Context: an optimization exercise on an open-source flow, tuned for small area and a short achievable clock period. The choices shown serve that exercise and are no tape-out recipe. The RTL was checked by simulation tests, not by an equivalence proof against the original design. Power is estimated from default activity; no workload was simulated.

==> flow/design.v (outline; a module is shown in full before it is edited, if it fits) <==
// module INV_X1: 3 lines
// module AND2_X1: 3 lines
// module AND3_X1: 3 lines
// module AND4_X1: 3 lines
// module OR2_X1: 3 lines
// module OR3_X1: 3 lines
// module OR4_X1: 3 lines
// module XOR2_X1: 3 lines
// module XNOR2_X1: 3 lines
// module FA_X1: 4 lines
// module ff1: 11 lines
// module unsigned_cmp: 13 lines
// module reg_: 24 lines
// module adder: 19 lines
// module up_down_counter: 32 lines
// module onehot_mux: 18 lines
// module dec_: 9 lines
// module and8: 10 lines
// module and16: 10 lines
// module and32: 10 lines
// module and_: 142 lines
// module or8: 10 lines
// module or16: 10 lines
// module or32: 10 lines
// module or_: 142 lines
// module extend_first1: 14 lines
// module shift_queue: 216 lines
// module inv: 9 lines
// module nor_: 16 lines
// module integer_issue: 480 lines
// module signed_cmp: 13 lines
// module bitwise_and: 14 lines
// module bitwise_or: 14 lines
// module xor_: 8 lines
// module bitwise_xor: 14 lines
// module mux_: 37 lines
// module bitwise_inv: 13 lines
// module integer_execute: 478 lines
// module int_backend: 344 lines
module int_backend (
    input  wire        clk,
    input  wire        rst_aL,
    input  wire        flush,
    output wire        dispatch_ready,
    input  wire        dispatch_valid,
    input  wire [189:0] dispatch_data,
    input  wire        ld_broadcast_valid,
    input  wire [3:0]  ld_broadcast_rob_id,
    input  wire [31:0] ld_broadcast_reg_data,
    output wire        issue_valid,
    output wire [3:0]  issue_rob_id,
    output wire        execute_valid,
    output wire        alu_broadcast_valid,
    output wire [3:0]  alu_broadcast_rob_id,
    output wire [31:0] alu_broadcast_reg_data,
    output wire        alu_npc_wb_valid,
    output wire        alu_npc_mispred,
    output wire [31:0] alu_npc
);
  // ...
==> flow/flow/run.sh <==
#!/bin/bash
# The standard layout (standard.sh: the standard flow's synthesis script and ORFS),
# with these changes to how the layout is made:
#  - synthesis leaves adders to Yosys's parallel-prefix mapping and abc
#    instead of extracting full/half-adder cells (ADDER_MAP_FILE empty);
#    registers, their names and cell types are unchanged;
#  - timing repair aims past the clock (setup over-fix margin), so the tools
#    size and buffer the design for speed instead of stopping at 24 ns;
#  - the port buffers are plain buffer cells instead of delay cells;
#  - clock tree: larger sink clusters on clkbuf_8, no dummy loads.
# The SDC (clock period, I/O delays, loads) is the standard flow's, unchanged.
# Each tool's full log is under orfs/logs/; make's output is in make_standard.log.
set -euo pipefail
export ADDER_MAP_FILE=
export SETUP_SLACK_MARGIN=17
export BUFFER_PORTS_ARGS="-buffer_cell sky130_fd_sc_hd__buf_2"
export CTS_ARGS="-sink_clustering_enable -repair_clock_nets -sink_clustering_size 18 -sink_clustering_max_diameter 70 -buf_list sky130_fd_sc_hd__clkbuf_8 -dont_use_dummy_load"
bash standard.sh > make_standard.log 2>&1
==> flow/standard.sh <==
#!/bin/bash
# synth_recipe.tcl (not shown) runs the flow's synth.tcl, then flattens the netlist and writes it again
# the make line also repeats each setting of config.mk as NAME=value (left out here)
make -C /OpenROAD-flow-scripts/flow DESIGN_CONFIG=/design/flow/config.mk WORK_HOME=/design/flow/orfs CLKGATE_MAP_FILE= SYNTH_SCRIPT=/design/flow/synth_recipe.tcl "${@:-finish}"
==> flow/config.mk <==
export PLATFORM = sky130hd
export DESIGN_NAME = int_backend
export DESIGN_NICKNAME = int_backend
export VERILOG_FILES = /design/flow/design.v
export SDC_FILE = /design/flow/constraint.sdc
export NUM_CORES = 4
export LEC_CHECK = 0
export CAP_MARGIN = 20
export CELL_PAD_IN_SITES_DETAIL_PLACEMENT = 1
export CELL_PAD_IN_SITES_GLOBAL_PLACEMENT = 2
export CORE_MARGIN = 2
export CORE_UTILIZATION = 40
export GPL_ROUTABILITY_DRIVEN = 0
export GPL_TIMING_DRIVEN = 1
export PLACE_DENSITY = 0.55
export SLEW_MARGIN = 20
export TNS_END_PERCENT = 1
==> flow/constraint.sdc <==
create_clock -name core_clock -period 24.0 [get_ports {clk}]
set_input_delay 4.8000 -clock core_clock [delete_from_list [all_inputs] [get_ports {clk}]]
set_output_delay 4.8000 -clock core_clock [all_outputs]
set_load 0.01 [all_outputs]
==> flow_metrics.py, run 1 <==
metrics = {
    "status": {
        "status": "no timing/DRC/antenna violations",
    },
    "power_and_ir_drop": {
        "peakVddDrop_mv": 0.0619,
        "p_leak_uw": 0.0283,
        "pg_seq_uw": 2840,
        "powerDensity_nw_per_um2": 73.2,
        "swShare_pct": 36.0,
    },
    "drt": {
        "dr.pass1.iters": 6,
    },
    "clocking": {
        "ctsRootBufferMaster": "clkbuf_8",
        "cts.clk_slew.worst_paths_ns": 0.10,
        "holdBufCountCts": 0,
    },
    "yosys": {
        "synth-simple-area-share_pct": 14.7,
        "yosysSeqAreaShare_pct": 47.3,
        "synth.most_common_cell": "nor2_1",
    },
    "cells_and_area": {
        "num_antenna_cells": 37,
        "syn_to_final_growth_pct": 9.00,
        "clock_area_share_pct": 2.25,
    },
    "sta": {
        "setup-violations-final": 0,
        "fin_crit_sh_pct": 31.6,
    },
    "setup_path": {
        "crit_family": "compound AO/OA/AOI/OAI gates",
        "worst-path-buf-inv": 4,
        "crit_required_ns": 24.76,
        "crit_start": "ld_broadcast_rob_id[1]",
        "worst_path_max_delay_cell": "nor4b_4",
        "setup.worst_path.end": "pk_hi1_q$_DFF_PN0_",
    },
    "placed_design": {
        "dp_hpwl_um": 223000,
        "dp_slack_ns": 13.94,
        "dp_cells": 10295,
    },
    "global_routing": {
        "grt_pass1_wl_um": 500000,
    },
    "die": {
        "std_cell_rows": 157,
    },
}
==> run 2, diff against run 1 <==
--- a/flow/flow/run.sh
+++ b/flow/flow/run.sh
@@ -12,7 +12,7 @@
 # Each tool's full log is under orfs/logs/; make's output is in make_standard.log.
 set -euo pipefail
 export ADDER_MAP_FILE=
-export SETUP_SLACK_MARGIN=17
+export SETUP_SLACK_MARGIN=18
 export BUFFER_PORTS_ARGS="-buffer_cell sky130_fd_sc_hd__buf_2"
 export CTS_ARGS="-sink_clustering_enable -repair_clock_nets -sink_clustering_size 18 -sink_clustering_max_diameter 70 -buf_list sky130_fd_sc_hd__clkbuf_8 -dont_use_dummy_load"
 bash standard.sh > make_standard.log 2>&1
==> run 2 against run 1 <==
Still clean on timing, DRC and antenna. Critical path depth decreased by 10. Cell area increased by 0.40%. Utilization increased by 0.18 points. Combinational power about the same. Clock-buffer cell count increased by 2. Clock skew increased by 0.0075 ns. Total power increased by 0.69%. Routed wire length about the same. Area after synthesis unchanged. Final cell count increased by 0.46%. Die area unchanged. Sequential share of layout area decreased by 0.18 points. Critical endpoint is now alu_broadcast_reg_data[0].
==> flow_metrics.py, run 2 <==
metrics = {
    "power_and_ir_drop": {
        "p_clk_share_pct": 22.7,
        "swShare_pct": 36.0,
        "powerDensity_nw_per_um2": 73.4,
        "peakVddDrop_mv": 0.0567,
        "pwr-share-seq_pct": 48.1,
        "power_frac_comb_pct": 29.2,
        "p_int_uw": 3780,
        "p_leak_uw": 0.0285,
        "p_switching_uw": 2130,
    },
    "yosys": {
        "yosysTopAreaCell": "edfxtp_1",
        "syn_area_per_cell_um2": 8.88,
        "ys_ff_latch": 1391,
        "syn_nets": 8512,
        "yosys.area.top_type_share_pct": 25.8,
        "synth_flop_cell": "dfxtp_1",
        "synth-warning-count": 1,
        "synth_common_cells": "nor2_1 (1200), a21oi_1 (1021), nand2_1 (706)",
        "synthTopCellsByArea": "edfxtp_1 (26%), dfxtp_1 (17%), a21oi_1 (6.9%)",
        "synthArstFlopShare_pct": 8.84,
        "synth_edf_count": 632,
        "synth_area_um2": 73500,
        "yosysSeqAreaShare_pct": 47.3,
        "synth_cell_type_count": 119,
        "synth.most_common_cell": "nor2_1",
        "synthCells": 8281,
    },
    "drt": {
        "route.detailed.drc": 0,
        "wl_um": 362000,
        "dr.pass1.iters": 6,
        "wl_per_cell_um": 34.2,
        "vias_per_cell": 6.41,
        "num_vias": 67885,
        "dr.first_iter.drc_count": 6953,
        "antenna_left": 0,
    },
    "sta": {
        "hold_viol_final": 0,
        "tightest_slew_ns": 1.20,
        "period_needed_ns": 7.68,
        "maxSlewHeadroom_pct": 20.1,
        "setup_tns_ns": 0,
        "clock_skew_ns": 0.115,
        "whs_ns": 0.502,
        "max_freq_mhz": 130,
        "fin_crit_sh_pct": 32.0,
        "setup-violations-final": 0,
        "rsz0062_at_grt": "true",
        "drv_slew": 0,
    },
    "die": {
        "die_area_um2": 187000,
        "fp.dieW_um": 433,
        "pin_count": 309,
        "initial_core_util_pct": 40.2,
        "core_area_um2": 183000,
        "std_cell_rows": 157,
        "die_y_um": 433,
    },
    "clocking": {
        "cts_max_level": 4,
        "cts_tree": "done",
        "ctsRootBufferMaster": "clkbuf_8",
        "worstSkewPairLatency_ns": 0.98,
        "holdBufCountCts": 0,
        "cts.clk_slew.worst_paths_ns": 0.07,
        "cts-buffers-inserted": 133,
        "clkSinkCount": 1391,
        "ctsLongestPathBuffers": 3,
    },
    "global_routing": {
        "grt_pass1_wl_um": 509000,
        "antenna_found_initial": 80,
        "grt_max_degree": 90,
        "grt.overflow.total": 0,
        "grt_pass1_vias": 67852,
        "grt_usage_pct": 37.7,
    },
    "setup_path": {
        "crit_type": "flip-flop to primary output",
        "worst-path-buf-inv": 4,
        "reg2reg_depth": 17,
        "crit_family": "compound AO/OA/AOI/OAI gates",
        "cp_max_fo": 3,
        "r2r-end": "m_q[31]$_DFF_PN0_",
        "path_cells": "buf_12, a222oi_1, a21boi_2, buf_12, inv_4, buf_6",
        "crit_required_ns": 19.20,
        "worst_path_max_delay_cell": "a222oi_1",
        "regToRegSetupSlack_ns": 17.13,
        "worstPathArrival_ns": 2.88,
        "crit_path_max_incr_delay_ns": 0.72,
        "cp_common_cell": "buf_12",
        "r2r_start": "sel[4]$_DFF_PN0_",
        "cp-end-kind": "primary output",
        "worst_setup_path_start_kind": "flip-flop",
    },
    "cells_and_area": {
        "layout_common_cells": "nor2_1 (1193), a21oi_1 (1013), nand2_1 (700), dfxtp_1 (636), a22oi_1 (634)",
        "drive_gt1_share_pct": 13.1,
        "layout_commonest_cell": "nor2_1",
        "syn_to_final_growth_pct": 9.44,
        "final_nets": 8309,
    },
    "min_path": {
        "hold_path.class": "flip-flop to flip-flop",
        "whs_path_depth": 2,
        "min_to": "s1v[1]$_DFF_P_",
        "hp-start": "s1v[1]$_DFF_P_",
    },
    "placed_design": {
        "io_buffers": 273,
        "dp_hpwl_um": 224000,
    },
    "job": {
        "cap_violations": 0,
    },
    "status": {
        "status": "no timing/DRC/antenna violations",
    },
}
## run 2: cell counts after synthesis
No cell type changed its count.
## run 2: kinds of logic after synthesis
| group | share of synthesized area (%) |
|---|---|
| compound gates | 24.8 |
| xor+xnor | 4.72 |
| fa+ha+maj | 0.427 |
| buf+inv | 5.99 |
| flops | 47.3 |
| mux | 2.03 |
| simple gates | 14.7 |
## run 2: worst register-to-register path, delay by kind of cell, from the launching register on
kind	cells	cell delay, ns
and+or+nand+nor	11	3.57
buffers and inverters	3	1.86
DFF	1	0.66
AOI/OAI and AO/OA	2	0.45
xor gates and xnor gates	1	0.23
## run 2: power by group through the flow
stage,combinational [µW],clock (µW),sequential (µW)
CTS,1680,1370,2840
global placement,1510,0,2890
floorplan,1050,0,2820
finish,1730,1340,2840
global route,1840,1440,2860
detailed placement,1550,0,2890
## run 2: routing by layer
metal  track usage (%)  vias to the layer above  wire [µm]
li1                  -                    29582          -
met1              50.1                    34929     154000
met2              59.9                     2685     165000
met3              5.17                      665      23100
met4              19.1                       24      19500
met5                 0                        -        154
## run 2: timing repair
item                                    in CTS  in global routing
endpoints found under the setup margin     656                583
gates cloned                                11                  1
pin swaps                                   35                 10
gates resized for setup                    236                 23
setup buffers                               91                 14
## run 2: final cells by class
| class | count | area, µm² |
|---|---|---|
| Antenna cell | 49 | 123 |
| Clock buffer | 133 | 1830 |
| Fill cell | 20772 | 102000 |
| Inverter | 95 | 423 |
| Multi-Input combinational cell | 5871 | 35400 |
| Sequential cell | 1391 | 34800 |
| Tap cell | 2464 | 3080 |
| Timing Repair Buffer | 586 | 4770 |
## run 2: how the worst max path moves through the flow
stage / endpoint / cells after the start / slack [ns] / startpoint
global placement: pk_hi1_q$_DFF_PN0_ / 16 / 13.97 / ld_broadcast_rob_id[3]
CTS: alu_broadcast_reg_data[0] / 6 / 16.30 / pk_m_q$_DFF_PN0_
detailed placement: c16_q$_DFF_PN0_ / 16 / 13.87 / ld_broadcast_rob_id[3]
finish: alu_broadcast_reg_data[0] / 6 / 16.32 / pk_m_q$_DFF_PN0_
global route: alu_broadcast_reg_data[0] / 6 / 16.34 / pk_m_q$_DFF_PN0_
floorplan: pk_hi1_q$_DFF_PN0_ / 16 / 15.97 / ld_broadcast_rob_id[3]
## run 2: through the flow
| step | total power [µW] | instance area, µm² | instances | util, % | setup slack [ns] |
|---|---|---|---|---|---|
| finish | 5910 | 80500 | 10589 | 44.0 | 16.32 |
| CTS | 5880 | 80100 | 10524 | 43.8 | 16.30 |
| global placement | 4400 | 76000 | 10289 | 41.6 | 13.97 |
| floorplan | 3870 | 73600 | 8281 | - | 15.97 |
| global route | 6140 | 80400 | 10578 | 44.0 | 16.34 |
| detailed placement | 4450 | 76000 | 10289 | 41.6 | 13.87 |
==> module int_backend, before the edit <==
module int_backend (
    input  wire        clk,
    input  wire        rst_aL,
    input  wire        flush,
    output wire        dispatch_ready,
    input  wire        dispatch_valid,
    input  wire [189:0] dispatch_data,
    input  wire        ld_broadcast_valid,
    input  wire [3:0]  ld_broadcast_rob_id,
    input  wire [31:0] ld_broadcast_reg_data,
    output wire        issue_valid,
    output wire [3:0]  issue_rob_id,
    output wire        execute_valid,
    output wire        alu_broadcast_valid,
    output wire [3:0]  alu_broadcast_rob_id,
    output wire [31:0] alu_broadcast_reg_data,
    output wire        alu_npc_wb_valid,
    output wire        alu_npc_mispred,
    output wire [31:0] alu_npc
);
    localparam N = 8;
    wire        d_s1v   = dispatch_data[189];
    wire [3:0]  d_s1id  = dispatch_data[188:185];
    wire        d_s1r   = dispatch_data[184];
    wire [31:0] d_s1d   = dispatch_data[183:152];
    wire        d_s2v   = dispatch_data[151];
    wire [3:0]  d_s2id  = dispatch_data[150:147];
    wire        d_s2r   = dispatch_data[146];
    wire [31:0] d_s2d   = dispatch_data[145:114];
    wire [3:0]  d_rob   = dispatch_data[112:109];
    wire [31:0] d_imm   = dispatch_data[108:77];
    wire [31:0] d_pc    = dispatch_data[76:45];
    wire [2:0]  d_f3    = dispatch_data[44:42];
    wire [7:0]  d_fl    = {dispatch_data[41],    
                           dispatch_data[40],    
                           dispatch_data[38],    
                           dispatch_data[37],    
                           dispatch_data[36],    
                           dispatch_data[34],    
                           dispatch_data[33],    
                           dispatch_data[32]};   
    reg [N-1:0]  valid;
    reg [N-1:0]          s1v;
    reg [N-1:0] [3:0]    s1id;
    reg [N-1:0]          s1r;
    reg [N-1:0] [31:0]   s1d;
    reg [N-1:0]          s2v;
    reg [N-1:0] [3:0]    s2id;
    reg [N-1:0]          s2r;
    reg [N-1:0] [31:0]   s2d;
    reg [N-1:0] [3:0]    rob;
    reg [N-1:0] [31:0]   imm;
    reg [N-1:0] [31:0]   pc;
    reg [N-1:0] [2:0]    f3;
    reg [N-1:0] [7:0]    fl;
    reg [N*N-1:0] older;
    reg          ex_valid_q, bc_valid_q, wb_valid_q;
    reg [3:0]    rob_q;
    wire [31:0]  dst;
    reg  [N-1:0] sel;           
    reg          issue_valid_q;
    assign issue_valid = issue_valid_q;
    reg        q_s1v, q_s2v;
    reg [3:0]  q_s1id, q_s2id, q_rob;
    reg [31:0] q_s1d, q_s2d, q_imm, q_pc;
    reg [2:0]  q_f3;
    reg [7:0]  q_fl;
    always_comb begin
        q_s1v = 1'b0; q_s1id = 4'b0; q_s1d = 32'b0;
        q_s2v = 1'b0; q_s2id = 4'b0; q_s2d = 32'b0;
        q_rob = 4'b0; q_imm = 32'b0; q_pc = 32'b0; q_f3 = 3'b0; q_fl = 8'b0;
        for (int s = 0; s < N; s++) begin
            q_s1id = q_s1id | ({4{sel[s]}}  & s1id[s]);
            q_s1d  = q_s1d  | ({32{sel[s]}} & s1d[s]);
            q_s2id = q_s2id | ({4{sel[s]}}  & s2id[s]);
            q_s2d  = q_s2d  | ({32{sel[s]}} & s2d[s]);
            q_rob  = q_rob  | ({4{sel[s]}}  & rob[s]);
            q_imm  = q_imm  | ({32{sel[s]}} & imm[s]);
            q_pc   = q_pc   | ({32{sel[s]}} & pc[s]);
            q_f3   = q_f3   | ({3{sel[s]}}  & f3[s]);
            q_fl   = q_fl   | ({8{sel[s]}}  & fl[s]);
        end
    end
    assign issue_rob_id = q_rob;
    wire full = &valid;
    assign dispatch_ready = ~full | issue_valid;
    wire enq = dispatch_valid & dispatch_ready;
    wire [N-1:0] free = ~valid;
    wire [N-1:0] free_first;
    for (genvar s = 0; s < N; s++) begin : g_ff
        if (s == 0) assign free_first[s] = free[0];
        else        assign free_first[s] = free[s] & ~|free[s-1:0];
    end
    wire [N-1:0] tgt = full ? sel : free_first;
    wire        alu_bc_v  = bc_valid_q;
    wire [3:0]  alu_bc_id = rob_q;
    wire [31:0] alu_bc_d  = dst;
    wire [N-1:0] valid_d = flush ? {N{1'b0}} : ((valid & ~sel) | (tgt & {N{enq}}));
    wire [N-1:0] s1v_d, s1r_d, s2v_d, s2r_d;
    wire [N*N-1:0] older_d;
    for (genvar s = 0; s < N; s++) begin : g_slot
        wire wake1 = issue_valid & s1v[s] & ~s1r[s] & (q_s1id == s1id[s]);
        wire wake2 = issue_valid & s2v[s] & ~s2r[s] & (q_s2id == s2id[s]);
        wire ld1   = ld_broadcast_valid & s1v[s] & ~s1r[s] & (ld_broadcast_rob_id == s1id[s]);
        wire ld2   = ld_broadcast_valid & s2v[s] & ~s2r[s] & (ld_broadcast_rob_id == s2id[s]);
        wire alu1  = alu_bc_v & s1v[s] & s1r[s] & (alu_bc_id == s1id[s]);
        wire alu2  = alu_bc_v & s2v[s] & s2r[s] & (alu_bc_id == s2id[s]);
        assign s1v_d[s] = tgt[s] ? d_s1v : s1v[s];
        assign s2v_d[s] = tgt[s] ? d_s2v : s2v[s];
        assign s1r_d[s] = tgt[s] ? d_s1r : (s1r[s] | wake1 | ld1);
        assign s2r_d[s] = tgt[s] ? d_s2r : (s2r[s] | wake2 | ld2);
        wire p1_t = tgt[s];
        wire p1_l = ~tgt[s] & ld1;
        wire p1_a = ~tgt[s] & ~ld1 & alu1;
        wire p1_h = ~tgt[s] & ~ld1 & ~alu1;
        wire p2_t = tgt[s];
        wire p2_l = ~tgt[s] & ld2;
        wire p2_a = ~tgt[s] & ~ld2 & alu2;
        wire p2_h = ~tgt[s] & ~ld2 & ~alu2;
        always_ff @(posedge clk) begin
            s1d[s] <= ({32{p1_t}} & d_s1d) | ({32{p1_l}} & ld_broadcast_reg_data)
                    | ({32{p1_a}} & alu_bc_d) | ({32{p1_h}} & s1d[s]);
            s2d[s] <= ({32{p2_t}} & d_s2d) | ({32{p2_l}} & ld_broadcast_reg_data)
                    | ({32{p2_a}} & alu_bc_d) | ({32{p2_h}} & s2d[s]);
        end
        always_ff @(posedge clk) begin
            s1v[s] <= s1v_d[s];
            s2v[s] <= s2v_d[s];
            s1r[s] <= s1r_d[s];
            s2r[s] <= s2r_d[s];
            if (tgt[s]) begin
                s1id[s] <= d_s1id;
                s2id[s] <= d_s2id;
                rob[s]  <= d_rob;
                imm[s]  <= d_imm;
                pc[s]   <= d_pc;
                f3[s]   <= d_f3;
                fl[s]   <= d_fl;
            end
        end
        for (genvar o = s + 1; o < N; o++) begin : g_age
            assign older_d[s*N+o] = tgt[s] ? 1'b0 : tgt[o] ? 1'b1 : older[s*N+o];
            always_ff @(posedge clk) older[s*N+o] <= older_d[s*N+o];
        end
    end
    wire [N-1:0] rdy_d;
    for (genvar s = 0; s < N; s++) begin : g_rdy
        assign rdy_d[s] = valid_d[s] & (~s1v_d[s] | s1r_d[s]) & (~s2v_d[s] | s2r_d[s]);
    end
    wire [N-1:0] sel_d;
    for (genvar s = 0; s < N; s++) begin : g_sel
        wire [N-1:0] blk;
        for (genvar o = 0; o < N; o++) begin : g_o
            if (o < s)      assign blk[o] = rdy_d[o] & older_d[o*N+s];
            else if (o > s) assign blk[o] = rdy_d[o] & ~older_d[s*N+o];
            else            assign blk[o] = 1'b0;
        end
        assign sel_d[s] = rdy_d[s] & ~|blk;
    end
    wire         bc_valid_d = ~flush & issue_valid & ~q_fl[5];
    wire [N-1:0] eqa1, eqa2;
    for (genvar s = 0; s < N; s++) begin : g_eqa
        wire [3:0] id1_d = tgt[s] ? d_s1id : s1id[s];
        wire [3:0] id2_d = tgt[s] ? d_s2id : s2id[s];
        assign eqa1[s] = (id1_d == q_rob);
        assign eqa2[s] = (id2_d == q_rob);
    end
    reg b1_alu_q, b2_alu_q;
    always_ff @(posedge clk or negedge rst_aL) begin
        if (!rst_aL) begin
            valid         <= '0;
            sel           <= '0;
            issue_valid_q <= 1'b0;
            b1_alu_q      <= 1'b0;
            b2_alu_q      <= 1'b0;
        end else begin
            valid         <= valid_d;
            sel           <= sel_d;
            issue_valid_q <= |rdy_d;
            b1_alu_q      <= bc_valid_d & |(sel_d & eqa1);
            b2_alu_q      <= bc_valid_d & |(sel_d & eqa2);
        end
    end
    wire b1_ld  = ld_broadcast_valid & (ld_broadcast_rob_id == q_s1id);
    wire b1_alu = b1_alu_q;
    wire b2_ld  = ld_broadcast_valid & (ld_broadcast_rob_id == q_s2id);
    wire b2_alu = b2_alu_q;
    wire [31:0] src1 = b1_ld ? ld_broadcast_reg_data : b1_alu ? alu_bc_d : q_s1d;
    wire [31:0] src2 = b2_ld ? ld_broadcast_reg_data : b2_alu ? alu_bc_d : q_s2d;
    wire is_r    = q_fl[7];
    wire is_i    = q_fl[6];
    wire is_b    = q_fl[5];
    wire is_j    = q_fl[4];
    wire is_sub  = q_fl[3];
    wire is_lui  = q_fl[2];
    wire is_jalr = q_fl[1];
    wire bdp     = q_fl[0];
    wire [31:0] op1  = (is_r | is_i) ? src1 : is_lui ? 32'b0 : q_pc;
    wire        cin  = is_r & is_sub;
    wire [31:0] op2  = ~is_r ? q_imm : is_sub ? ~src2 : src2;
    wire [17:0] lo_x  = {1'b0, op1[15:0], 1'b1} + {1'b0, op2[15:0], cin};
    wire [16:0] lo    = lo_x[17:1];
    wire [15:0] hi0   = op1[31:16] + op2[31:16];
    wire [16:0] hi1_x = {op1[31:16], 1'b1} + {op2[31:16], 1'b1};
    wire [15:0] hi1   = hi1_x[16:1];
    wire        pc4sel = is_j | is_jalr;
    wire [31:0] pc4  = q_pc + 32'd4;
    wire [31:0] opb  = is_i ? q_imm : src2;
    wire        eq_hi = (src1[31:16] == opb[31:16]);
    wire        eq_lo = (src1[15:0]  == opb[15:0]);
    wire        lt_hi = (src1[31:16] <  opb[31:16]);
    wire        lt_lo = (src1[15:0]  <  opb[15:0]);
    wire [31:0] sll  = src1 << {opb[4:1], 1'b0};
    wire [31:0] srl  = src1 >> {opb[4:1], 1'b0};
    reg [31:0] m_d;
    always_comb begin
        if (pc4sel) m_d = pc4;
        else case (q_f3)
            3'd1:    m_d = sll;
            3'd4:    m_d = src1 ^ opb;
            3'd5:    m_d = srl;
            3'd6:    m_d = src1 | opb;
            3'd7:    m_d = src1 & opb;
            default: m_d = 32'b0;         
        endcase
    end
    wire use_sum = ~pc4sel & (q_f3 == 3'd0);
    wire use_lt  = ~pc4sel & (q_f3[2:1] == 2'b01);
    wire pk_hi1  = use_sum & lo[16];                          
    wire pk_hi0  = use_sum & ~lo[16];                         
    wire pk_l1   = ~pc4sel & (q_f3 == 3'd1) & opb[0];         
    wire pk_r1   = ~pc4sel & (q_f3 == 3'd5) & opb[0];         
    wire pk_m    = ~use_sum & ~pk_l1 & ~pk_r1;                
    wire f3_none = (q_f3[2:1] == 2'b01);
    wire mp_one  = is_jalr | (f3_none & bdp);
    wire mp_zero = ~is_jalr & f3_none & ~bdp;
    wire mp_inv  = bdp ^ ((q_f3 == 3'd1) | (q_f3 == 3'd5) | (q_f3 == 3'd7));
    wire mp_eq   = ~q_f3[2];
    reg [15:0] lo_q, hi0_q, hi1_q;
    reg        c16_q;
    reg [31:0] m_q;
    reg        use_sum_q, use_lt_q, jalr_q;
    reg        pk_hi1_q, pk_hi0_q, pk_l1_q, pk_r1_q, pk_m_q;
    reg        eq_hi_q, eq_lo_q, lt_hi_q, lt_lo_q;
    reg        mp_one_q, mp_zero_q, mp_inv_q, mp_eq_q;
    always_ff @(posedge clk or negedge rst_aL) begin
        if (!rst_aL) begin
            ex_valid_q <= 1'b0;
            bc_valid_q <= 1'b0;
            wb_valid_q <= 1'b0;
            rob_q      <= 4'b0;
            lo_q       <= 16'd0;
            c16_q      <= 1'b0;
            hi0_q      <= 16'd0;
            hi1_q      <= 16'd1;
            m_q        <= 32'b0;
            use_sum_q  <= 1'b1;
            use_lt_q   <= 1'b0;
            pk_hi1_q   <= 1'b0;
            pk_hi0_q   <= 1'b1;
            pk_l1_q    <= 1'b0;
            pk_r1_q    <= 1'b0;
            pk_m_q     <= 1'b0;
            jalr_q     <= 1'b0;
            eq_hi_q    <= 1'b1;
            eq_lo_q    <= 1'b1;
            lt_hi_q    <= 1'b0;
            lt_lo_q    <= 1'b0;
            mp_one_q   <= 1'b0;
            mp_zero_q  <= 1'b0;
            mp_inv_q   <= 1'b0;
            mp_eq_q    <= 1'b1;
        end else if (flush) begin
            ex_valid_q <= 1'b0;
            bc_valid_q <= 1'b0;
            wb_valid_q <= 1'b0;
            rob_q      <= 4'b0;
            lo_q       <= 16'd0;
            c16_q      <= 1'b0;
            hi0_q      <= 16'd0;
            hi1_q      <= 16'd1;
            m_q        <= 32'b0;
            use_sum_q  <= 1'b1;
            use_lt_q   <= 1'b0;
            pk_hi1_q   <= 1'b0;
            pk_hi0_q   <= 1'b1;
            pk_l1_q    <= 1'b0;
            pk_r1_q    <= 1'b0;
            pk_m_q     <= 1'b0;
            jalr_q     <= 1'b0;
            eq_hi_q    <= 1'b1;
            eq_lo_q    <= 1'b1;
            lt_hi_q    <= 1'b0;
            lt_lo_q    <= 1'b0;
            mp_one_q   <= 1'b0;
            mp_zero_q  <= 1'b0;
            mp_inv_q   <= 1'b0;
            mp_eq_q    <= 1'b1;
        end else begin
            ex_valid_q <= issue_valid;
            bc_valid_q <= issue_valid & ~is_b;
            wb_valid_q <= is_b | is_jalr;
            rob_q      <= q_rob;
            lo_q       <= lo[15:0];
            c16_q      <= lo[16];
            hi0_q      <= hi0;
            hi1_q      <= hi1;
            m_q        <= m_d;
            use_sum_q  <= use_sum;
            use_lt_q   <= use_lt;
            pk_hi1_q   <= pk_hi1;
            pk_hi0_q   <= pk_hi0;
            pk_l1_q    <= pk_l1;
            pk_r1_q    <= pk_r1;
            pk_m_q     <= pk_m;
            jalr_q     <= is_jalr;
            eq_hi_q    <= eq_hi;
            eq_lo_q    <= eq_lo;
            lt_hi_q    <= lt_hi;
            lt_lo_q    <= lt_lo;
            mp_one_q   <= mp_one;
            mp_zero_q  <= mp_zero;
            mp_inv_q   <= mp_inv;
            mp_eq_q    <= mp_eq;
        end
    end
    wire [31:0] sum = {c16_q ? hi1_q : hi0_q, lo_q};
    wire eq = eq_hi_q & eq_lo_q;
    wire lt = lt_hi_q | (eq_hi_q & lt_lo_q);
    wire [15:0] hi_pick = ({16{pk_hi1_q}} & hi1_q) | ({16{pk_hi0_q}} & hi0_q);
    wire [31:0] sum_pick = {hi_pick, {16{use_sum_q}} & lo_q};
    assign dst = sum_pick
               | ({32{pk_l1_q}} & {m_q[30:0], 1'b0})
               | ({32{pk_r1_q}} & {1'b0, m_q[31:1]})
               | ({32{pk_m_q}}  & m_q)
               | {31'b0, use_lt_q & lt};
    assign execute_valid          = ex_valid_q;
    assign alu_broadcast_valid    = bc_valid_q;
    assign alu_broadcast_rob_id   = rob_q;
    assign alu_broadcast_reg_data = dst;
    assign alu_npc_wb_valid       = wb_valid_q;
    assign alu_npc_mispred        = mp_one_q | (~mp_zero_q & (mp_inv_q ^ (mp_eq_q ? eq : lt)));
    assign alu_npc                = {sum[31:1], sum[0] & ~jalr_q};
endmodule
==> run 3, diff against run 2 <==
--- a/flow/design.v
+++ b/flow/design.v
@@ -2172,34 +2172,21 @@
         end
         assign sel_d[s] = rdy_d[s] & ~|blk;
     end
-    wire         bc_valid_d = ~flush & issue_valid & ~q_fl[5];
-    wire [N-1:0] eqa1, eqa2;
-    for (genvar s = 0; s < N; s++) begin : g_eqa
-        wire [3:0] id1_d = tgt[s] ? d_s1id : s1id[s];
-        wire [3:0] id2_d = tgt[s] ? d_s2id : s2id[s];
-        assign eqa1[s] = (id1_d == q_rob);
-        assign eqa2[s] = (id2_d == q_rob);
-    end
-    reg b1_alu_q, b2_alu_q;
     always_ff @(posedge clk or negedge rst_aL) begin
         if (!rst_aL) begin
             valid         <= '0;
             sel           <= '0;
             issue_valid_q <= 1'b0;
-            b1_alu_q      <= 1'b0;
-            b2_alu_q      <= 1'b0;
         end else begin
             valid         <= valid_d;
             sel           <= sel_d;
             issue_valid_q <= |rdy_d;
-            b1_alu_q      <= bc_valid_d & |(sel_d & eqa1);
-            b2_alu_q      <= bc_valid_d & |(sel_d & eqa2);
         end
     end
     wire b1_ld  = ld_broadcast_valid & (ld_broadcast_rob_id == q_s1id);
-    wire b1_alu = b1_alu_q;
+    wire b1_alu = alu_bc_v & (alu_bc_id == q_s1id);
     wire b2_ld  = ld_broadcast_valid & (ld_broadcast_rob_id == q_s2id);
-    wire b2_alu = b2_alu_q;
+    wire b2_alu = alu_bc_v & (alu_bc_id == q_s2id);
     wire [31:0] src1 = b1_ld ? ld_broadcast_reg_data : b1_alu ? alu_bc_d : q_s1d;
     wire [31:0] src2 = b2_ld ? ld_broadcast_reg_data : b2_alu ? alu_bc_d : q_s2d;
     wire is_r    = q_fl[7];
--- a/flow/flow/run.sh
+++ b/flow/flow/run.sh
@@ -12,7 +12,7 @@
 # Each tool's full log is under orfs/logs/; make's output is in make_standard.log.
 set -euo pipefail
 export ADDER_MAP_FILE=
-export SETUP_SLACK_MARGIN=18
+export SETUP_SLACK_MARGIN=17
 export BUFFER_PORTS_ARGS="-buffer_cell sky130_fd_sc_hd__buf_2"
 export CTS_ARGS="-sink_clustering_enable -repair_clock_nets -sink_clustering_size 18 -sink_clustering_max_diameter 70 -buf_list sky130_fd_sc_hd__clkbuf_8 -dont_use_dummy_load"
 bash standard.sh > make_standard.log 2>&1
--- a/flow/config.mk
+++ b/flow/config.mk
@@ -14,4 +14,4 @@
 export GPL_TIMING_DRIVEN = 1
 export PLACE_DENSITY = 0.55
 export SLEW_MARGIN = 20
-export TNS_END_PERCENT = 1
+export TNS_END_PERCENT = 0
==> run 3 against run 2 <==
Final cell count shrank 2.6%. Clock skew down 0.017 ns. Via count fell by 1.3%. Utilization up 0.086 points. Flip-flop and latch count shrank 2. Critical path type is now input pin to flip-flop. Largest cell class is now flip-flops and latches. Largest power group unchanged.
==> flow_metrics.py, run 3 <==
metrics = {
    "drt": {
        "vias_per_cell": 6.49,
        "dr.pass1.iters": 7,
        "route.detailed.drc": 0,
        "dr.first_iter.drc_count": 6608,
        "antenna_left": 0,
        "wl_per_cell_um": 35.1,
        "num_vias": 66996,
        "wl_um": 362000,
    },
    "yosys": {
        "synth-warning-count": 1,
        "synth_compound_area_share_pct": 23.0,
        "synthTopCellsByArea": "edfxtp_1 (29%), dfxtp_1 (16%), a22oi_1 (6.3%)",
        "synthMuxAreaShare_pct": 5.24,
        "synth_fa_ha_area_share_pct": 0.403,
        "synthCells": 7993,
        "syn_area_per_cell_um2": 9.16,
        "syn_nets": 8224,
        "yosys.area.top_type_share_pct": 28.5,
        "ys_ff_latch": 1389,
        "yosysTopAreaCell": "edfxtp_1",
        "synthXorXnorAreaFrac_pct": 3.76,
        "synth_common_cells": "nor2_1 (958), a21oi_1 (831), nand2_1 (763)",
        "yosysSeqAreaShare_pct": 48.3,
        "synth_cell_type_count": 112,
        "synth_edf_count": 696,
        "synthArstFlopShare_pct": 8.71,
        "synth_area_um2": 73200,
        "synth_top_family_by_area": "compound AO/OA/AOI/OAI gates",
        "synth-simple-area-share_pct": 13.6,
        "synth_flop_cell": "edfxtp_1",
        "synth.most_common_cell": "nor2_1",
    },
    "setup_path": {
        "crit_path_max_incr_delay_ns": 0.56,
        "worst-path-buf-inv": 8,
        "crit_family": "buffers and inverters",
        "crit_type": "input pin to flip-flop",
        "cp_common_cell": "buf_4",
        "cp_max_fo": 18,
        "crit_required_ns": 24.78,
        "worst_setup_path_start_kind": "input pin",
        "worst_path_max_delay_cell": "a221oi_2",
        "path_cells": "buf_8, xor2_2, nor4_4, buf_12, and2_4, buf_12, buf_16, o31ai_4, buf_4, buf_4, buf_4, inv_1, a211oi_1, a21oi_1, mux2i_1, a221oi_2, o22ai_1",
        "cp-end-kind": "flip-flop",
        "worstPathArrival_ns": 8.40,
    },
    "status": {
        "status": "no timing/DRC/antenna violations",
    },
    "placed_design": {
        "dp_cells": 9990,
        "dp_hpwl_um": 220000,
        "io_buffers": 273,
    },
    "sta": {
        "max_freq_mhz": 131,
        "maxSlewHeadroom_pct": 17.0,
        "drv_slew": 0,
        "setup-violations-final": 0,
        "clock_skew_ns": 0.0975,
        "tightest_slew_ns": 1.24,
        "fin_crit_sh_pct": 31.8,
        "hold_viol_final": 0,
        "rsz0062_at_grt": "true",
        "setup_tns_ns": 0,
        "period_needed_ns": 7.62,
        "whs_ns": 0.505,
    },
    "clocking": {
        "holdBufCountCts": 0,
        "worstSkewPairLatency_ns": 0.97,
        "ctsLongestPathBuffers": 3,
        "cts-buffers-inserted": 134,
        "cts_max_level": 4,
        "ctsRootBufferMaster": "clkbuf_8",
        "clkSinkCount": 1389,
        "cts_tree": "done",
        "cts.clk_slew.worst_paths_ns": 0.08,
    },
    "cells_and_area": {
        "syn_to_final_growth_pct": 9.84,
        "layout_commonest_cell": "nor2_1",
        "stdcell_count": 10316,
        "drive_gt1_share_pct": 13.3,
        "register_area_um2": 35400,
        "multi_input_area_um2": 34900,
        "layout_common_cells": "nor2_1 (949), a21oi_1 (815), nand2_1 (759), edfxtp_1 (696), a22oi_1 (615)",
        "final_nets": 8128,
        "fill_cells": 20565,
    },
    "power_and_ir_drop": {
        "p_leak_uw": 0.0301,
        "powerDensity_nw_per_um2": 78.2,
        "peakVddDrop_mv": 0.0525,
    },
    "global_routing": {
        "antenna_found_initial": 69,
        "grt_max_degree": 152,
        "grt_pass1_vias": 66468,
        "grt_pass1_wl_um": 505000,
        "grt.overflow.total": 0,
        "grt_usage_pct": 37.8,
    },
    "job": {
        "cap_violations": 0,
    },
    "die": {
        "die_area_um2": 187000,
        "core_area_um2": 182000,
        "std_cell_rows": 157,
        "die_y_um": 432,
        "fp.dieW_um": 432,
        "pin_count": 309,
        "initial_core_util_pct": 40.1,
    },
    "min_path": {
        "hold_path.class": "flip-flop to flip-flop",
    },
}
## run 3: changes by cell type after synthesis, sizes merged, moves of 37 or more
cell    change
a211oi    -272
o21ai     +247
nor2      -244
mux2i     +229
a21oi     -211
xor2       -76
dfxtp      -64
edfxtp     +64
nand2      +56
clkbuf     -48
buf        -44
nor3       +40
o211ai     +39
o31ai      +37
## run 3: layer usage
metal / track usage (%) / part of all wire, %
met1: 50.1 / 42
met2: 59.0 / 45
met3: 5.82 / 7.0
met4: 20.9 / 6.0
met5: 0 / 0.059
## run 3: worst register-to-register path, stage by stage, from the launching register on
cell      delay [ns]
dfrtp_4         0.55
buf_4           0.23
buf_12          0.21
a22oi_1         0.33
nand4_1         0.83
xnor2_2         0.59
nand4_4         0.82
mux2i_1         0.90
o211ai_1        0.17
a31oi_2         0.32
xnor2_2         0.14
or3_4           0.41
a211oi_4        0.17
buf_6           0.17
a211oi_4        0.08
or4b_4          0.58
a211oi_2        0.23
## run 3: worst paths after layout
check / startpoint / to / slack [ns] / cells past startpoint
setup / recovery: ld_broadcast_rob_id[1] / m_q[8]$_DFF_PN0_ / 16.38 / 17
hold / removal: older[55]$_DFF_P_ / older[55]$_DFF_P_ / 0.51 / 2
setup reg to reg: sel[0]$_DFF_PN0_ / pk_hi1_q$_DFF_PN0_ / 17.18 / 16
hold reg to reg: older[55]$_DFF_P_ / older[55]$_DFF_P_ / 0.51 / 2
max in group asynchronous: rst_aL / sel[6]$_DFF_PN0_ / 18.61 / 2
min in group asynchronous: rst_aL / hi1_q[7]$_DFF_PN0_ / 3.90 / 1
## run 3: metrics by stage
stage	instance area, µm²	setup slack (ns)	power, µW	utilization, %
floorplan	73400	16.13	4150	-
global placement	75700	14.14	4750	41.5
detailed placement	75700	14.10	4810	41.5
CTS	79300	16.44	6230	43.5
global route	80400	16.39	6570	44.1
finish	80500	16.38	6290	44.1
## run 3: kinds of logic after synthesis
logic type	Yosys count
simple gates	2290
flops	1389
fa+ha+maj	29
compound gates	2658
xor+xnor	311
mux	372
buf+inv	944
## run 3: cell type report
cell class | instances | share of cell area, %
Tap cell | 2385 | 3.71
Multi-Input combinational cell | 5660 | 43.4
Antenna cell | 36 | 0.112
Sequential cell | 1389 | 44.0
Inverter | 112 | 0.617
Clock buffer | 134 | 2.29
Timing Repair Buffer | 600 | 5.87
## run 3: repair_timing
item                                    4_1_cts  5_1_grt
hold endpoints to repair                      0        0
pin swaps                                    44       32
gates resized for setup                     177       89
buffers inserted                             85       58
endpoints found under the setup margin      153      142
gates cloned                                  8        4
## run 3: where the power goes
group          switching, µW  leakage (µW)  internal [µW]  total, µW
clock network            840      0.000964            498       1340
registers                182        0.0128           2800       2980
logic                   1290        0.0163            688       1970
==> run 4, diff against run 3 <==
--- a/flow/config.mk
+++ b/flow/config.mk
@@ -14,4 +14,4 @@
 export GPL_TIMING_DRIVEN = 1
 export PLACE_DENSITY = 0.55
 export SLEW_MARGIN = 20
-export TNS_END_PERCENT = 0
+export TNS_END_PERCENT = 1
==> run 4 against run 3 <==
Still clean on timing, DRC and antenna. Routed wire length did not move. Flip-flop and latch count unchanged. Die area did not move. Clock-buffer cell count unchanged. Area after synthesis did not move. Final cell count unchanged. Via count stayed put. Critical path depth is the same. Combinational power about the same. Fmax stayed put. Critical endpoint unchanged.
==> flow_metrics.py, run 4 <==
metrics = {
    "power_and_ir_drop": {
        "p_total_uw": 6290,
        "peakVddDrop_mv": 0.0525,
        "p_leak_uw": 0.0301,
        "powerDensity_nw_per_um2": 78.2,
    },
    "drt": {
        "route.detailed.drc": 0,
        "wl_per_cell_um": 35.1,
        "wl_met1_um": 152000,
        "dr.first_iter.drc_count": 6608,
        "num_vias": 66996,
        "vias_per_cell": 6.49,
        "topRoutingLayerUsed": "met5",
        "dr.pass1.iters": 7,
        "wl_met2_um": 162000,
        "antenna_left": 0,
        "wl_um": 362000,
        "wl_met3_um": 25400,
    },
    "setup_path": {
        "crit_family": "buffers and inverters",
        "crit_type": "input pin to flip-flop",
        "path_cells": "buf_8, xor2_2, nor4_4, buf_12, and2_4, buf_12, buf_16, o31ai_4, buf_4, buf_4, buf_4, inv_1, a211oi_1, a21oi_1, mux2i_1, a221oi_2, o22ai_1",
        "worst-path-buf-inv": 8,
        "crit_required_ns": 24.78,
        "worst_setup_path_start_kind": "input pin",
        "worst_path_max_delay_cell": "a221oi_2",
        "crit_path_max_incr_delay_ns": 0.56,
        "cp-end-kind": "flip-flop",
        "cp_common_cell": "buf_4",
        "worstPathArrival_ns": 8.40,
        "cp_max_fo": 18,
    },
    "yosys": {
        "yosysSeqAreaShare_pct": 48.3,
        "synth_fa_ha_area_share_pct": 0.403,
        "syn_area_per_cell_um2": 9.16,
        "yosysTopAreaCell": "edfxtp_1",
        "synth_compound_area_share_pct": 23.0,
        "synth_cell_type_count": 112,
        "syn_nets": 8224,
        "synthTopCellsByArea": "edfxtp_1 (29%), dfxtp_1 (16%), a22oi_1 (6.3%)",
        "synth-simple-area-share_pct": 13.6,
        "synth_top_family_by_area": "compound AO/OA/AOI/OAI gates",
        "yosys.area.top_type_share_pct": 28.5,
        "synth_common_cells": "nor2_1 (958), a21oi_1 (831), nand2_1 (763)",
        "synthCells": 7993,
        "ys_ff_latch": 1389,
        "synthMuxAreaShare_pct": 5.24,
        "synth_flop_cell": "edfxtp_1",
        "synth.most_common_cell": "nor2_1",
        "synthXorXnorAreaFrac_pct": 3.76,
        "synthArstFlopShare_pct": 8.71,
        "synth_area_um2": 73200,
        "synth-warning-count": 1,
        "synth_edf_count": 696,
    },
    "cells_and_area": {
        "layout_common_cells": "nor2_1 (949), a21oi_1 (815), nand2_1 (759), edfxtp_1 (696), a22oi_1 (615)",
        "final_nets": 8128,
        "fin_area_um2": 80500,
        "syn_to_final_growth_pct": 9.84,
        "layout_commonest_cell": "nor2_1",
        "drive_gt1_share_pct": 13.3,
    },
    "job": {
        "cap_violations": 0,
    },
    "status": {
        "status": "no timing/DRC/antenna violations",
    },
    "clocking": {
        "clkSinkCount": 1389,
        "ctsRootBufferMaster": "clkbuf_8",
        "cts.clk_slew.worst_paths_ns": 0.08,
        "cts-buffers-inserted": 134,
        "ctsLongestPathBuffers": 3,
        "worstSkewPairLatency_ns": 0.97,
        "holdBufCountCts": 0,
        "cts_tree": "done",
        "cts_max_level": 4,
    },
    "placed_design": {
        "dp_hpwl_um": 220000,
        "io_buffers": 273,
        "placed_cell_area_um2": 75700,
    },
    "die": {
        "die_y_um": 432,
        "fp.dieW_um": 432,
        "pin_count": 309,
        "std_cell_rows": 157,
        "initial_core_util_pct": 40.1,
        "die_area_um2": 187000,
        "core_area_um2": 182000,
    },
    "sta": {
        "whs_ns": 0.505,
        "fin_crit_sh_pct": 31.8,
        "period_needed_ns": 7.62,
        "drv_slew": 0,
        "max_freq_mhz": 131,
        "tightest_slew_ns": 1.24,
        "setup_tns_ns": 0,
        "setup-violations-final": 0,
        "maxSlewHeadroom_pct": 17.0,
        "clock_skew_ns": 0.0975,
        "rsz0062_at_grt": "true",
        "hold_viol_final": 0,
    },
    "global_routing": {
        "antenna_found_initial": 69,
        "grt_usage_pct": 37.8,
        "grt_max_degree": 152,
        "grt.overflow.total": 0,
        "grt_pass1_wl_um": 505000,
        "grt_pass1_vias": 66468,
    },
    "min_path": {
        "hold_path.class": "flip-flop to flip-flop",
    },
}
run 4: cell counts in the layout (fill, tap and decap cells not counted):
No cell type changed its count.
run 4: cell families (layout without fill, tap and decap cells):
group	Yosys count	count (layout)
other cells	0	36
xor+xnor	311	311
flops	1389	1389
mux	372	372
fa+ha+maj	29	29
buf+inv	944	846
simple gates	2290	2290
compound gates	2658	2658
run 4: through the flow:
stage / std cells / setup WS, ns / utilization [%]
after floorplan: 7993 / 16.13 / -
after detailed placement: 9990 / 14.10 / 41.5
after global routing: 10307 / 16.39 / 44.1
final: 10316 / 16.38 / 44.1
after CTS: 10217 / 16.44 / 43.5
after global placement: 9990 / 14.14 / 41.5
run 4: area by class of cell:
type | count | area, µm²
antenna | 36 | 90.1
clock buffer | 134 | 1840
fill | 20565 | 102000
inverter | 112 | 497
multi-input combinational | 5660 | 34900
sequential | 1389 | 35400
tap | 2385 | 2980
timing repair buffer | 600 | 4720
run 4: metal layers:
layer | global-route usage (%) | vias to the layer above
li1 | - | 28877
met1 | 50.1 | 34575
met2 | 59.0 | 2787
met3 | 5.82 | 725
met4 | 20.9 | 32
met5 | 0 | -
run 4: path summary, 6_finish.rpt:
check,slack (ns),startpoint,endpoint,cells past startpoint
worst min-delay path,0.51,older[55]$_DFF_P_,older[55]$_DFF_P_,2
worst min register to register,0.51,older[55]$_DFF_P_,older[55]$_DFF_P_,2
worst max-delay path,16.38,ld_broadcast_rob_id[1],m_q[8]$_DFF_PN0_,17
max in group asynchronous,18.61,rst_aL,sel[6]$_DFF_PN0_,2
worst max register to register,17.18,sel[0]$_DFF_PN0_,pk_hi1_q$_DFF_PN0_,16
min in group asynchronous,3.90,rst_aL,hi1_q[7]$_DFF_PN0_,1
run 4: worst min-delay path, cell delays in order (launching register included):
cell and delay [ns]:
dfxtp_1 0.31, o21ai_0 0.10, inv_1 0.06
run 4: where the power goes:
part | switching [µW] | total, µW | internal, µW | leakage [µW]
Combinational | 1290 | 1970 | 688 | 0.0163
Clock | 840 | 1340 | 498 | 0.000964
Sequential | 182 | 2980 | 2800 | 0.0128
run 4: what timing repair did:
| action | in CTS | in global routing |
|---|---|---|
| setup buffers | 85 | 58 |
| gates resized for setup | 177 | 89 |
| pin swaps | 44 | 32 |
| endpoints found under the hold margin | 0 | 0 |
| setup endpoints to repair | 153 | 142 |
| cloned | 8 | 4 |

[afterwards: timing with drivers on the ports]
In the flow no input, the clock included, has a driving cell. The finished layouts below were timed again as built, in two steps.
Step 1 assumes that a clkbuf_16 drives the clock port and a buf_2 every other input.
Step 2 moves the port delays by t, midway between the first and last clock arrival at a register: inputs arrive t later, outputs are due t later. That takes back most of the time a late clock gives input paths.
Slacks: ideal / step 1 / step 2; pairs: ideal / step 1.
run | t (ns) | setup WS [ns] | worst setup path after step 2 | clock arrival spread, ns | worst data-port slew with drivers (ns)
run 1 | 0.997 | 16.409 / 16.338 / 15.467 | input to register | 0.118 / 0.118 | 0.28
run 2 | 1.008 | 16.321 / 16.231 / 15.310 | input to register | 0.116 / 0.116 | 0.26
run 3 | 1.016 | 16.380 / 16.389 / 15.409 | input to register | 0.121 / 0.120 | 0.23
run 4 | 1.016 | 16.380 / 16.389 / 15.409 | input to register | 0.121 / 0.120 | 0.23
After both steps setup and hold are still met in every run listed. The setup slack of run 2, which loses most, moves by -0.090 ns with the drivers and by -1.011 ns with both steps.
